Source: an optimization exercise on an open RTL-to-GDS flow (aim: small area and a short achievable clock period). Production flows keep margins and buffers that such runs may drop.
Where RTL was checked, it was by simulation tests only, not by an equivalence proof against the original.
No activity file was given, so power comes from the tool's default toggle rates.

Setup of the reference run:
==> flow/design.v <==
module pcout(l, u, t, c, s, take, pc);
    input  [7:0]  l, t;
    input  [21:0] u;
    input         c, s, take;
    output [29:0] pc;
    wire [8:0] ln  = {1'b0, l} + 9'd1;
    wire [7:0] low = take ? t : ln[7:0];
    wire       inc = take ? (c & ~s) : ln[8];
    wire       dec = take & ~c & s;
    wire [21:0] A, Z;
    assign A[0] = 1'b1;
    assign Z[0] = 1'b1;
    genvar g;
    generate for (g = 1; g < 22; g = g + 1) begin : chain
        assign A[g] = A[g-1] & u[g-1];
        assign Z[g] = Z[g-1] & ~u[g-1];
    end endgenerate
    assign pc = {u ^ (({22{inc}} & A) | ({22{dec}} & Z)), low};
endmodule
module control_unit(vld, o, we, br, use_imm);
    input       vld;           
    input [3:0] o;             
    output      we, br, use_imm;
    assign we = vld & ((~o[3] & ~(o[2] & o[1])) | (o[3] & (o[2] ? ~o[1] : (o[1] | o[0]))));
    assign br = vld & ((~o[3] & o[2] & o[1]) | (o[3] & ~o[2] & ~o[1] & ~o[0]));
    assign use_imm = (~o[3] & ~o[2] & ~o[1] & ~o[0]) | (o[3] & (o[2] | o[1]));
endmodule
module wdec(we, rd, rst, wen);
    input       we, rst;
    input [2:0] rd;
    output [7:0] wen;
    genvar i;
    generate for (i = 0; i < 8; i = i + 1) begin : g
        assign wen[i] = rst | (we & (rd == i));
    end endgenerate
endmodule
module rdmux(s, i0, i1, i2, i3, i4, i5, i6, i7, o);
    input  [2:0] s;
    input  [7:0] i0, i1, i2, i3, i4, i5, i6, i7;
    output [7:0] o;
    wire [7:0] h;
    assign h[0] = ~s[2] & ~s[1] & ~s[0];
    assign h[1] = ~s[2] & ~s[1] &  s[0];
    assign h[2] = ~s[2] &  s[1] & ~s[0];
    assign h[3] = ~s[2] &  s[1] &  s[0];
    assign h[4] =  s[2] & ~s[1] & ~s[0];
    assign h[5] =  s[2] & ~s[1] &  s[0];
    assign h[6] =  s[2] &  s[1] & ~s[0];
    assign h[7] =  s[2] &  s[1] &  s[0];
    assign o = ({8{h[0]}} & i0) | ({8{h[1]}} & i1) | ({8{h[2]}} & i2) | ({8{h[3]}} & i3) |
               ({8{h[4]}} & i4) | ({8{h[5]}} & i5) | ({8{h[6]}} & i6) | ({8{h[7]}} & i7);
endmodule
module mul8lo(a, b, p);
    input  [7:0] a, b;
    output [7:0] p;
    wire pp0_0 = a[0] & b[0];
    wire pp0_1 = a[1] & b[0];
    wire pp0_2 = a[2] & b[0];
    wire pp0_3 = a[3] & b[0];
    wire pp0_4 = a[4] & b[0];
    wire pp0_5 = a[5] & b[0];
    wire pp0_6 = a[6] & b[0];
    wire pp0_7 = a[7] & b[0];
    wire pp1_0 = a[0] & b[1];
    wire pp1_1 = a[1] & b[1];
    wire pp1_2 = a[2] & b[1];
    wire pp1_3 = a[3] & b[1];
    wire pp1_4 = a[4] & b[1];
    wire pp1_5 = a[5] & b[1];
    wire pp1_6 = a[6] & b[1];
    wire pp2_0 = a[0] & b[2];
    wire pp2_1 = a[1] & b[2];
    wire pp2_2 = a[2] & b[2];
    wire pp2_3 = a[3] & b[2];
    wire pp2_4 = a[4] & b[2];
    wire pp2_5 = a[5] & b[2];
    wire pp3_0 = a[0] & b[3];
    wire pp3_1 = a[1] & b[3];
    wire pp3_2 = a[2] & b[3];
    wire pp3_3 = a[3] & b[3];
    wire pp3_4 = a[4] & b[3];
    wire pp4_0 = a[0] & b[4];
    wire pp4_1 = a[1] & b[4];
    wire pp4_2 = a[2] & b[4];
    wire pp4_3 = a[3] & b[4];
    wire pp5_0 = a[0] & b[5];
    wire pp5_1 = a[1] & b[5];
    wire pp5_2 = a[2] & b[5];
    wire pp6_0 = a[0] & b[6];
    wire pp6_1 = a[1] & b[6];
    wire pp7_0 = a[0] & b[7];
    wire s1 = pp0_6 ^ pp1_5;
    wire c2 = pp0_6 & pp1_5;
    wire s3 = pp0_7 ^ pp1_6 ^ pp2_5;
    wire s5 = pp3_4 ^ pp4_3;
    wire s7 = pp0_4 ^ pp1_3;
    wire c8 = pp0_4 & pp1_3;
    wire s9 = pp0_5 ^ pp1_4 ^ pp2_3;
    wire c10 = (pp0_5 & pp1_4) | (pp2_3 & (pp0_5 ^ pp1_4));
    wire s11 = pp3_2 ^ pp4_1;
    wire c12 = pp3_2 & pp4_1;
    wire s13 = s1 ^ pp2_4 ^ pp3_3;
    wire c14 = (s1 & pp2_4) | (pp3_3 & (s1 ^ pp2_4));
    wire s15 = pp4_2 ^ pp5_1 ^ pp6_0;
    wire c16 = (pp4_2 & pp5_1) | (pp6_0 & (pp4_2 ^ pp5_1));
    wire s17 = c2 ^ s3 ^ s5;
    wire s19 = pp5_2 ^ pp6_1 ^ pp7_0;
    wire s21 = pp0_3 ^ pp1_2;
    wire c22 = pp0_3 & pp1_2;
    wire s23 = s7 ^ pp2_2 ^ pp3_1;
    wire c24 = (s7 & pp2_2) | (pp3_1 & (s7 ^ pp2_2));
    wire s25 = c8 ^ s9 ^ s11;
    wire c26 = (c8 & s9) | (s11 & (c8 ^ s9));
    wire s27 = c10 ^ c12 ^ s13;
    wire c28 = (c10 & c12) | (s13 & (c10 ^ c12));
    wire s29 = c14 ^ c16 ^ s17;
    wire s31 = pp0_2 ^ pp1_1;
    wire c32 = pp0_2 & pp1_1;
    wire s33 = s21 ^ pp2_1 ^ pp3_0;
    wire c34 = (s21 & pp2_1) | (pp3_0 & (s21 ^ pp2_1));
    wire s35 = c22 ^ s23 ^ pp4_0;
    wire c36 = (c22 & s23) | (pp4_0 & (c22 ^ s23));
    wire s37 = c24 ^ s25 ^ pp5_0;
    wire c38 = (c24 & s25) | (pp5_0 & (c24 ^ s25));
    wire s39 = c26 ^ s27 ^ s15;
    wire c40 = (c26 & s27) | (s15 & (c26 ^ s27));
    wire s41 = c28 ^ s29 ^ s19;
    wire [7:0] ra = {c40, c38, c36, c34, c32, s31, pp0_1, pp0_0};
    wire [7:0] rb = {s41, s39, s37, s35, s33, pp2_0, pp1_0, 1'b0};
    assign p = ra + rb;
endmodule
module shifter(d, imm, is_sll, out);
    input  [7:0] d, imm;
    input        is_sll;
    output [7:0] out;
    wire [2:0] n = imm[2:0];
    wire a0 = n[0];
    wire a1 = n[1] ^ (is_sll & n[0]);
    wire a2 = n[2] ^ (is_sll & (n[1] | n[0]));
    wire [7:0] r0 = a0 ? {d[0],  d[7:1]}  : d;
    wire [7:0] r1 = a1 ? {r0[1:0], r0[7:2]} : r0;
    wire [7:0] r2 = a2 ? {r1[3:0], r1[7:4]} : r1;
    wire kill = is_sll ? (imm == 8'd8) : (~imm[7] & (imm[3:0] == 4'd8));
    wire all  = ~is_sll & imm[7] & ~imm[6];
    wire [7:0] keep;
    genvar j;
    generate for (j = 0; j < 8; j = j + 1) begin : m
        assign keep[j] = ~kill & (all | (is_sll ? (n <= j) : (n <= 7 - j)));
    end endgenerate
    wire fill = ~is_sll & ~imm[7] & imm[6] & d[7];
    assign out = (r2 & keep) | ({8{fill}} & ~keep);
endmodule
module alu(o, a, b, br, eq, res, take);
    input  [3:0] o;
    input  [7:0] a, b;
    input        br, eq;
    output [7:0] res;
    output       take;
    wire s_b   = ~o[3] & ~o[2] & ~o[1];             
    wire s_add = ~o[3] & o[1];                      
    wire s_and = ~o[3] & o[2] & ~o[0];              
    wire s_or  = ~o[3] & o[2] & o[0];               
    wire s_mul = o[3] & ~o[2] & ~o[1];              
    wire s_sh  = o[3] & (o[2] | o[1]);              
    wire       sub = o[0];
    wire [7:0] sum = a + (b ^ {8{sub}}) + {7'd0, sub};
    wire [7:0] prod;
    mul8lo u_mul(.a(a), .b(b), .p(prod));
    wire [7:0] shv;
    shifter u_sh(.d(a), .imm(b), .is_sll(o[1] & ~o[0]), .out(shv));
    assign res = ({8{s_b}} & b) | ({8{s_add}} & sum) | ({8{s_and}} & (a & b)) |
                 ({8{s_or}} & (a | b)) | ({8{s_mul}} & prod) | ({8{s_sh}} & shv);
    assign take = br & (o[3] ? ~eq : (o[0] ? eq : 1'b1));
endmodule
module cpu(PC, INSTRUCTION, CLK, RESET);
    input  [31:0] INSTRUCTION;
    input         CLK, RESET;
    output [31:0] PC;
    wire       vld = (INSTRUCTION[31:28] == 4'd0);
    wire [3:0] o   = INSTRUCTION[27:24];
    wire [7:0] off = INSTRUCTION[23:16];
    wire [2:0] rd  = INSTRUCTION[18:16];
    wire [2:0] rt  = INSTRUCTION[10:8];
    wire [2:0] rs  = INSTRUCTION[2:0];
    wire [7:0] imm = INSTRUCTION[7:0];
    reg [7:0] r0, r1, r2, r3, r4, r5, r6, r7;    
    reg [7:0] e_a, e_b;                          
    reg [3:0] e_o;                               
    reg [2:0] e_rd;                              
    reg       e_we, e_br;                        
    reg       e_eq;                              
    reg [7:0] p_l;                               
    reg [21:0] p_u;                              
    reg [7:0] p_t;                               
    reg       p_c, p_s;                          
    wire [7:0] res;
    wire       take;
    alu u_alu(.o(e_o), .a(e_a), .b(e_b), .br(e_br), .eq(e_eq), .res(res), .take(take));
    wire [7:0] wen;
    wdec u_wdec(.we(e_we), .rd(e_rd), .rst(RESET), .wen(wen));
    wire [7:0] wd = res & {8{~RESET}};
    always @(posedge CLK) begin
        if (wen[0]) r0 <= wd;
        if (wen[1]) r1 <= wd;
        if (wen[2]) r2 <= wd;
        if (wen[3]) r3 <= wd;
        if (wen[4]) r4 <= wd;
        if (wen[5]) r5 <= wd;
        if (wen[6]) r6 <= wd;
        if (wen[7]) r7 <= wd;
    end
    wire [29:0] pc;
    pcout u_pc(.l(p_l), .u(p_u), .t(p_t), .c(p_c), .s(p_s), .take(take), .pc(pc));
    assign PC = {pc, 2'b00};
    wire [8:0] tsum = {1'b0, pc[7:0]} + {1'b0, off} + 9'd1;
    always @(posedge CLK) begin
        p_l <= pc[7:0] | {8{RESET}};
        p_u <= pc[29:8] | {22{RESET}};
        p_t <= tsum[7:0];
        p_c <= tsum[8];
        p_s <= off[7];
    end
    wire [7:0] q1, q2;
    rdmux rm1(.s(rt), .i0(r0), .i1(r1), .i2(r2), .i3(r3), .i4(r4), .i5(r5), .i6(r6), .i7(r7), .o(q1));
    rdmux rm2(.s(rs), .i0(r0), .i1(r1), .i2(r2), .i3(r3), .i4(r4), .i5(r5), .i6(r6), .i7(r7), .o(q2));
    wire f1 = e_we & (e_rd == rt);
    wire f2 = e_we & (e_rd == rs);
    wire [7:0] d1 = f1 ? res : q1;
    wire [7:0] d2 = f2 ? res : q2;
    wire we, br, use_imm;
    control_unit u_cu(.vld(vld), .o(o), .we(we), .br(br), .use_imm(use_imm));
    always @(posedge CLK) begin
        e_a  <= d1;
        e_b  <= use_imm ? imm : d2;
        e_o  <= o;
        e_rd <= rd;
        e_we <= we & ~RESET;
        e_br <= br & ~RESET;
        e_eq <= (d1 == d2);
    end
endmodule
export LEC_CHECK = 0
export ABC_AREA = 1
export CAP_MARGIN = 20
export CORE_MARGIN = 2
export CORE_UTILIZATION = 40
export SETUP_SLACK_MARGIN = 4.5
export SLEW_MARGIN = 20
create_clock -name core_clock -period 11.0 [get_ports {CLK}]
standard.sh (not shown) runs the stock make flow with config.mk's settings and CLKGATE_MAP_FILE= SYNTH_SCRIPT=/design/flow/synth_recipe.tcl, a recipe that flattens the netlist after the stock synthesis.
==> flow/flow/run.sh <==
#!/bin/bash
# Standard ORFS layout (the standard.sh) with: plain buf_1 port buffers,
# a lighter clock tree (no dummy loads), and a tighter setup repair target.
export BUFFER_PORTS_ARGS="-buffer_cell sky130_fd_sc_hd__buf_1"
export CTS_ARGS="-sink_clustering_enable -repair_clock_nets -buf_list sky130_fd_sc_hd__clkbuf_8 -root_buf sky130_fd_sc_hd__clkbuf_8 -sink_clustering_size 20 -dont_use_dummy_load"
bash standard.sh SETUP_SLACK_MARGIN=6.5  finish > standard.log 2>&1
Setup changes, the reference run to the trial run
==> flow/design.v, changed modules only <==
module pcout(l, u, t, c, s, take, pc);
    input  [7:0]  l, t;
    input  [21:0] u;
    input         c, s, take;
    output [29:0] pc;
    wire [8:0] ln  = {1'b0, l} + 9'd1;
    wire [7:0] low = take ? t : ln[7:0];
    wire       inc = take ? (c & ~s) : ln[8];
    wire       dec = take & ~c & s;
    wire [21:0] A, Z;
    wire [5:0] ga, gz;             
    genvar g, k;
    generate for (k = 0; k < 6; k = k + 1) begin : grp
        if (k < 5) begin : full
            assign ga[k] = &u[4*k+3:4*k];
            assign gz[k] = ~|u[4*k+3:4*k];
        end else begin : part
            assign ga[k] = &u[21:20];
            assign gz[k] = ~|u[21:20];
        end
    end endgenerate
    generate for (g = 0; g < 22; g = g + 1) begin : chain
        localparam integer G = g / 4;
        localparam integer B = g % 4;
        wire pa = (G == 0) ? 1'b1 : &ga[(G == 0 ? 0 : G - 1):0];
        wire pz = (G == 0) ? 1'b1 : &gz[(G == 0 ? 0 : G - 1):0];
        wire la, lz;
        if (B == 0) begin : b0
            assign la = 1'b1;
            assign lz = 1'b1;
        end else begin : bn
            assign la = &u[g-1:4*G];
            assign lz = ~|u[g-1:4*G];
        end
        assign A[g] = pa & la;
        assign Z[g] = pz & lz;
    end endgenerate
    assign pc = {u ^ (({22{inc}} & A) | ({22{dec}} & Z)), low};
endmodule
==> comparison <==
What the reference run reported for detailed route wirelength on metal3 has to be multiplied by 1.05 to get the figure for the trial run.
Taking the reference run as the reference, in the trial run wire length climbed about 7%; buffers inserted during post-CTS setup optimization moved down.
In the tables for the reference run and the trial run, final cell count reads higher with the trial run.
Sequential-cell power consumption: the trial run vs the reference run — no meaningful difference
Total number of nets in the final design (the trial run / the reference run): 1.08
On the trial run: area of the core region is 3.8% higher than what the reference run gave.
Higher design area goes to the trial run over the reference run.
Only the layout flow was run in the trial run; the RTL was not checked for function there.

-- afterwards: timing with drivers on the ports --
In the flow no input, the clock included, has a driving cell. The finished layouts below were timed again as built, in two steps.
Step 1: set_driving_cell puts a clkbuf_16 on CLK and a buf_2 on each other input, an assumption about the parent block.
Step 2 times the ports against the registers' clock, not the clock port: input delays grow and output delays shrink by t, the midpoint of the rising clock arrivals with the driver on.
Slacks: ideal ports / drivers / drivers and shift; pairs: ideal ports / drivers.
run	shift t [ns]	slack for setup (ns)	slew at the worst register clock pin (ns)
the reference run	0.482	6.234 / 6.194 / 6.283	0.08 / 0.08
the trial run	0.480	6.531 / 6.494 / 6.514	0.09 / 0.09
After both steps setup and hold are still met in every run listed. For the trial run, which loses most, drivers alone change the setup slack by -0.037 ns; drivers and shift together by -0.017 ns.
